Background: an optimization exercise with open tools, aiming at small area. Do not read the settings as production practice. The RTL was checked by simulation tests, not by an equivalence proof against the original design. No activity file was given, so power comes from the tool's default toggle rates.

### flow/design.v
module buttonControl #(
  parameter integer DEBOUNCE_CYCLES  = 500,
  parameter integer LONG_PRESS_CYCLES = 11
)(
  input  wire clock,
  input  wire reset,
  input  wire button_raw,
  output reg  valid_vote,
  output reg  pressed_level
);
  localparam integer DBW = $clog2(DEBOUNCE_CYCLES + 1);
  localparam integer LPW = $clog2(LONG_PRESS_CYCLES + 1);
  reg sync_0, sync_1;
  reg [DBW-1:0] debounce_cnt;
  reg debounced;
  reg [LPW-1:0] hold_cnt;
  always @(posedge clock) begin
    if (reset) begin
      sync_0        <= 1'b0;
      sync_1        <= 1'b0;
      debounce_cnt  <= {DBW{1'b0}};
      debounced     <= 1'b0;
      hold_cnt      <= {LPW{1'b0}};
      valid_vote    <= 1'b0;
      pressed_level <= 1'b0;
    end else begin
      sync_0 <= button_raw;
      sync_1 <= sync_0;
      if (sync_1 != debounced) begin
        if (debounce_cnt < DEBOUNCE_CYCLES)
          debounce_cnt <= debounce_cnt + 1'b1;
        else begin
          debounced    <= sync_1;
          debounce_cnt <= {DBW{1'b0}};
        end
      end else
        debounce_cnt <= {DBW{1'b0}};
      pressed_level <= debounced;
      valid_vote <= 1'b0;
      if (debounced) begin
        if (hold_cnt == (LONG_PRESS_CYCLES - 1)) begin
          hold_cnt   <= hold_cnt + 1'b1;
          valid_vote <= 1'b1;
        end else if (hold_cnt < (LONG_PRESS_CYCLES - 1))
          hold_cnt <= hold_cnt + 1'b1;
      end else
        hold_cnt <= {LPW{1'b0}};
    end
  end
endmodule
module voteLogger(
  input             clock,
  input             reset,
  input             mode,
  input             cand1_vote_valid,
  input             cand2_vote_valid,
  input             cand3_vote_valid,
  input             cand4_vote_valid,
  output reg [7:0]  cand1_vote_recvd,
  output reg [7:0]  cand2_vote_recvd,
  output reg [7:0]  cand3_vote_recvd,
  output reg [7:0]  cand4_vote_recvd
);
  always @(posedge clock) begin
    if (reset) begin
      cand1_vote_recvd <= 8'd0;
      cand2_vote_recvd <= 8'd0;
      cand3_vote_recvd <= 8'd0;
      cand4_vote_recvd <= 8'd0;
    end else if (mode == 1'b0) begin
      if (cand1_vote_valid)
        cand1_vote_recvd <= cand1_vote_recvd + 1'b1;
      else if (cand2_vote_valid)
        cand2_vote_recvd <= cand2_vote_recvd + 1'b1;
      else if (cand3_vote_valid)
        cand3_vote_recvd <= cand3_vote_recvd + 1'b1;
      else if (cand4_vote_valid)
        cand4_vote_recvd <= cand4_vote_recvd + 1'b1;
    end
  end
endmodule
module modeControl(
  input             clock,
  input             reset,
  input             mode,
  input             valid_vote_casted,
  input      [7:0]  candidate1_vote,
  input      [7:0]  candidate2_vote,
  input      [7:0]  candidate3_vote,
  input      [7:0]  candidate4_vote,
  input             candidate1_button_pressed_level,
  input             candidate2_button_pressed_level,
  input             candidate3_button_pressed_level,
  input             candidate4_button_pressed_level,
  output reg [7:0]  leds
);
  localparam integer FLASH_CYCLES = 100;
  localparam integer FCW = $clog2(FLASH_CYCLES + 1);
  reg [FCW-1:0] flash_ctr;
  always @(posedge clock) begin
    if (reset)
      flash_ctr <= {FCW{1'b0}};
    else if (valid_vote_casted)
      flash_ctr <= FLASH_CYCLES;
    else if (flash_ctr > 0)
      flash_ctr <= flash_ctr - 1'b1;
  end
  always @(posedge clock) begin
    if (reset)
      leds <= 8'h00;
    else if (mode == 1'b0)
      leds <= (flash_ctr > 0) ? 8'hFF : 8'h00;
    else begin
      if (candidate1_button_pressed_level)
        leds <= candidate1_vote;
      else if (candidate2_button_pressed_level)
        leds <= candidate2_vote;
      else if (candidate3_button_pressed_level)
        leds <= candidate3_vote;
      else if (candidate4_button_pressed_level)
        leds <= candidate4_vote;
      else
        leds <= 8'h00;
    end
  end
endmodule
module results(
  input  wire [7:0] cand1,
  input  wire [7:0] cand2,
  input  wire [7:0] cand3,
  input  wire [7:0] cand4,
  output reg  [2:0] winner_id,
  output reg  [7:0] winner_votes,
  output reg        tie
);
  integer eq_count;
  always @(*) begin
    winner_id    = 3'd1;
    winner_votes = cand1;
    tie          = 1'b0;
    if (cand2 > winner_votes) begin winner_votes = cand2; winner_id = 3'd2; end
    if (cand3 > winner_votes) begin winner_votes = cand3; winner_id = 3'd3; end
    if (cand4 > winner_votes) begin winner_votes = cand4; winner_id = 3'd4; end
    eq_count = 0;
    if (cand1 == winner_votes) eq_count++;
    if (cand2 == winner_votes) eq_count++;
    if (cand3 == winner_votes) eq_count++;
    if (cand4 == winner_votes) eq_count++;
    if (eq_count > 1) begin
      tie = 1'b1;
      winner_id = 3'd0;
    end
  end
endmodule
module votingMachine(
  input        clock,
  input        reset,
  input        mode,
  input        button1_raw,
  input        button2_raw,
  input        button3_raw,
  input        button4_raw,
  output [7:0] led,
  output [2:0] winner_id,
  output [7:0] winner_votes,
  output       tie,
  output [7:0] cand1_count,
  output [7:0] cand2_count,
  output [7:0] cand3_count,
  output [7:0] cand4_count
);
  wire valid_vote_1, valid_vote_2, valid_vote_3, valid_vote_4;
  wire pressed_1, pressed_2, pressed_3, pressed_4;
  wire [7:0] c1, c2, c3, c4;
  wire anyValidVote = valid_vote_1 | valid_vote_2 | valid_vote_3 | valid_vote_4;
  buttonControl bc1(clock, reset, button1_raw, valid_vote_1, pressed_1);
  buttonControl bc2(clock, reset, button2_raw, valid_vote_2, pressed_2);
  buttonControl bc3(clock, reset, button3_raw, valid_vote_3, pressed_3);
  buttonControl bc4(clock, reset, button4_raw, valid_vote_4, pressed_4);
  voteLogger VL(
    clock, reset, mode,
    valid_vote_1, valid_vote_2, valid_vote_3, valid_vote_4,
    c1, c2, c3, c4
  );
  modeControl MC(
    clock, reset, mode, anyValidVote,
    c1, c2, c3, c4,
    pressed_1, pressed_2, pressed_3, pressed_4,
    led
  );
  results RES(c1, c2, c3, c4, winner_id, winner_votes, tie);
  assign cand1_count = c1;
  assign cand2_count = c2;
  assign cand3_count = c3;
  assign cand4_count = c4;
endmodule
### flow/config.mk
export PLATFORM = sky130hd
export DESIGN_NAME = votingMachine
export DESIGN_NICKNAME = votingMachine
export VERILOG_FILES = /design/flow/design.v
export SDC_FILE = /design/flow/constraint.sdc
export NUM_CORES = 4
export LEC_CHECK = 0
export CAP_MARGIN = 20
export CORE_MARGIN = 2
export CORE_UTILIZATION = 40
export SLEW_MARGIN = 20
### flow/run.sh
#!/bin/bash
# synth_recipe.tcl (not shown) runs the flow's synth.tcl, then flattens the netlist and writes it again
# the make line also repeats each setting of config.mk as NAME=value (left out here)
make -C /OpenROAD-flow-scripts/flow DESIGN_CONFIG=/design/flow/config.mk WORK_HOME=/design/flow/orfs CLKGATE_MAP_FILE= SYNTH_SCRIPT=/design/flow/synth_recipe.tcl finish
### flow/constraint.sdc
create_clock -name core_clock -period 15.0 [get_ports {clock}]
set_input_delay 3.0000 -clock core_clock [delete_from_list [all_inputs] [get_ports {clock}]]
set_output_delay 3.0000 -clock core_clock [all_outputs]
set_load 0.01 [all_outputs]
==> notes.md <==
-- cell usage after synthesis (3+ instances only) --
cell	instances	area [µm²]
clkbuf_1	46	173
xor2_1	36	315
o211ai_1	11	82.6
buf_1	3	11.3
a211oi_1	21	158
and4_1	6	52.6
a311oi_1	5	43.8
nor2_1	142	533
a31oi_1	13	81.3
o21ai_0	18	90.1
and2_1	5	31.3
dfxtp_1	119	2380
o22ai_1	8	50.1
and3_1	13	81.3
nand4_1	13	81.3
nor2b_1	17	106
inv_1	51	191
o221ai_1	8	70.1
nand3b_1	6	45.0
or3_1	9	56.3
nand3_1	40	200
a21o_1	4	30.0
nand2b_1	8	50.1
o2111a_1	4	45.0
mux2i_1	15	150
xnor2_1	62	543
a21oi_1	64	320
nand2_1	44	165
o32ai_1	4	35.0
o31ai_1	4	30.0
ha_1	41	513
nor3_1	27	135
-- placed cells by master (no fill, tap or decap), drive strengths merged, types with 9 or more instances in the layout --
master,netlist,layout
clkbuf,46,19
xor2,36,36
nor2,142,142
mux2i,15,15
buf,6,11
clkdlybuf4s50,0,57
nand2,44,44
nand3,40,40
a211oi,21,21
xnor2,62,62
nand4,13,13
dfxtp,119,119
a21oi,66,66
a31oi,14,14
and3,14,14
or3,9,9
o211ai,12,12
nor2b,17,17
ha,41,41
nor3,27,27
o21ai,21,21
inv,51,56
-- metal layers --
layer,up-vias,share of wire (%)
met5,-,0
li1,3352,-
met3,50,8.2
met1,3185,46
met2,279,43
met4,0,2.7
-- stage by stage --
stage	power, µW	std cells	area (µm²)
final	775	1205	8760
after CTS	785	1205	8760
after detailed placement	391	1173	8190
after global placement	391	1173	8190
after floorplan	376	928	7460
after global routing	808	1205	8760
-- final cells by class --
cell class	instances	share of cell area (%)
multi-input cells	705	53.4
inverters	52	2.23
clock buffers	19	5.17
clock inverters	13	1.36
flip-flops and latches	119	27.2
repair buffers	68	7.43
well taps	229	3.27
-- flip-flops by register name, indices dropped and copies added (netlist names), 7 cells and up --
| signal | count |
|---|---|
| MC.flash_ctr | 7 |
| bc1.debounce_cnt | 9 |
| bc2.debounce_cnt | 9 |
| VL.cand3_vote_recvd | 8 |
| bc3.debounce_cnt | 9 |
| MC.leds | 8 |
| VL.cand4_vote_recvd | 8 |
| VL.cand1_vote_recvd | 8 |
| VL.cand2_vote_recvd | 8 |
| bc4.debounce_cnt | 9 |
-- cell families after synthesis --
kind of cell,after synthesis
XOR/XNOR,98
AND/OR/NAND/NOR,344
multiplexers,15
buffers and inverters,104
AO/OA/AOI/OAI,207
adder cells (fa/ha/maj),41
flip-flops,119
-- power by group through the flow --
stage / registers [µW] / logic [µW] / clock network (µW)
2_1_floorplan: 340 / 35.4 / 0
3_3_place_gp: 340 / 51.7 / 0
3_5_place_dp: 339 / 51.7 / 0
4_1_cts: 333 / 52.3 / 400
5_1_grt: 334 / 58.5 / 416
6_report: 333 / 51.9 / 390
-- worst max-delay path by stage --
stage               cells after the start  slack, ps                           startpoint           end
floorplan                              36       4250  VL.cand1_vote_recvd[6]$_SDFFE_PP0P_  winner_id[0]
global placement                       34       2460  VL.cand1_vote_recvd[2]$_SDFFE_PP0P_  winner_id[0]
detailed placement                     34       2380  VL.cand1_vote_recvd[2]$_SDFFE_PP0P_  winner_id[0]
CTS                                    34       1890  VL.cand1_vote_recvd[2]$_SDFFE_PP0P_  winner_id[0]
global route                           34       1050  VL.cand1_vote_recvd[2]$_SDFFE_PP0P_  winner_id[0]
finish                                 33       1690  VL.cand1_vote_recvd[3]$_SDFFE_PP0P_  winner_id[0]
-- worst max-delay path, delay by kind of cell (launching register included) --
| kind | cells | cell delay (ps) |
|---|---|---|
| AOI/OAI and AO/OA | 15 | 4180 |
| xor gates and xnor gates | 1 | 130 |
| muxes | 1 | 380 |
| and+or+nand+nor | 8 | 2300 |
| DFF | 1 | 620 |
| buffers and inverters | 4 | 950 |
| adders and majority gates | 4 | 1280 |
==> flow_summary.toml <==
[critical_path]
endpoint_kind = "output port"
rrSetupSlack_ps = 13010
crit_required_ps = 12000
crit_slowest_cell = "a21oi_1"
crit_fanout = 35
start_kind = "register"
cp_slowest_stage_delay_ps = 640
r2r_cells = 6
r2r-start = "MC.flash_ctr[0]$_SDFFE_PP0N_"
rr_endpoint = "MC.leds[5]$_SDFF_PP0_"
critPathMostFrequentCell = "a21oi_1"
cp.arrival_ps = 10310
critPathKind = "register to output port"

[yosys]
syn_inst = 928
synthFlopType = "dfxtp_1"
syn_avg_cell_area_um2 = 8.04
synth_area_um2 = 7460
synth.distinct_cells = 75
synth_mux_area_share_pct = 2.01
synth_top_family_by_area = "simple AND/OR/NAND/NOR gates"
synth_xor_xnor_area_share_pct = 11.5
yosys.area_share.simple_pct = 22.4
synth_edf_count = 0
async_flop_share_pct = 0
synth-compound-area-share_pct = 19.9
yosys_warnings = 4
synthAdderAreaFrac_pct = 6.87
synth_seq_cells = 119
ys_seq_area_share_pct = 31.9
synth_nets = 976

[global_routing]
grt_pass1_vias = 6486
grtUsageMet2_pct = 33.5
antenna_found_initial = 0
grt_pass1_wl_um = 34400
track_usage_pct = 22.0
grt_max_degree = 57
grt_overflow = 0
busiest_layer = "met2"
use_met1_pct = 29.6
met3_usage_pct = 5.98

[timing]
setup_ws_ps = 1690
slew_headroom_pct = 46.1
final-setup-viol-count = 0
fin_hold_ws_ps = 437
fin_skew_ps = 17.8
finalMaxSlewViolations = 0
max_freq_mhz = 75.1
min_period_ps = 13310
hold_viol_final = 0
worstMarginPinSlew_ps = 802
tns_ps = 0
post-route-period-util_pct = 88.7
grt_setup_unrepaired = "no"

[power_and_ir_drop]
comb_power_share_pct = 6.7
ir_worst_vdd_mv = 0.0759
p_leak_uw = 0.00335
power_frac_seq_pct = 43.0
pwr_density_cell_nw_per_um2 = 88.4
swShare_pct = 24.0
p_sw_uw = 186
intPower_uw = 589
pwr-share-clk_pct = 50.3

[floorplan]
die_y_um = 141
dieArea_um2 = 19800
core_um2 = 18100
num_io_pins = 59
initial_core_util_pct = 41.1
die_w_um = 141
rows = 49

[clock_network]
clkLatencyLatePin_ps = 420
root_buffer = "clkbuf_16"
ctsResizeCount = 0
clock_sinks = 119
cts_buffer_depth = 2
cts-buffers-inserted = 17
clk_pin_slew_ps = 60
postCtsSetupRepairBufs = 0
cts_hold_buf = 0
htreeDepth = 4
cts_tree = "built"

[route]
drc_errors = 0
drtIter0Drc = 716
dr.pass1.iters = 6
wl_per_cell_um = 17.9
routed_wl_um = 21500
vias = 6866
viasPerCell = 5.70
antenna_left = 0

[final_layout]
drive_above_1_share_pct = 6.76
syn2layout_area_growth_pct = 17.4
final_util_pct = 48.3
ff_latch_area_um2 = 2380
multi_input_area_um2 = 4680
nFillCells = 1774
finalNetCount = 1011
diodes = 0

[worst_hold_path]
holdPathStages = 1
min_path_type = "register to register"
min-delay-start = "bc1.debounce_cnt[0]$_SDFF_PP0_"
whs_endpoint = "bc1.debounce_cnt[0]$_SDFF_PP0_"

[placement]
hpwl_um = 15300
finalWeightedCongestion = 0.964
pre_cts_slack_ps = 2380
io_buffers = 58

[run_status]
status = "timing/DRC/antenna clean"

[flow_run]
drv_cap = 0

## what the ideal ports hide
In the flow no input, the clock included, has a driving cell. The finished layout below was timed again as built, in two steps.
Step 1, drivers: a clkbuf_16 drives clock and a buf_2 each remaining input, both assumed.
Step 2 moves the port delays by t, midway between the first and last clock arrival at a register: inputs arrive t later, outputs are due t later. That takes back most of the time a late clock gives input paths.
Three values: ideal ports, drivers, drivers and shift; two values: the first two.
shift t [ns]: 0.457
slack for setup (ns): 1.689 / 1.646 / 2.103
worst hold slack (ns): 0.437 / 0.437 / 0.437
After both steps this run still meets setup and hold. The setup slack of this run moves by -0.043 ns with the drivers and by +0.414 ns with both steps.
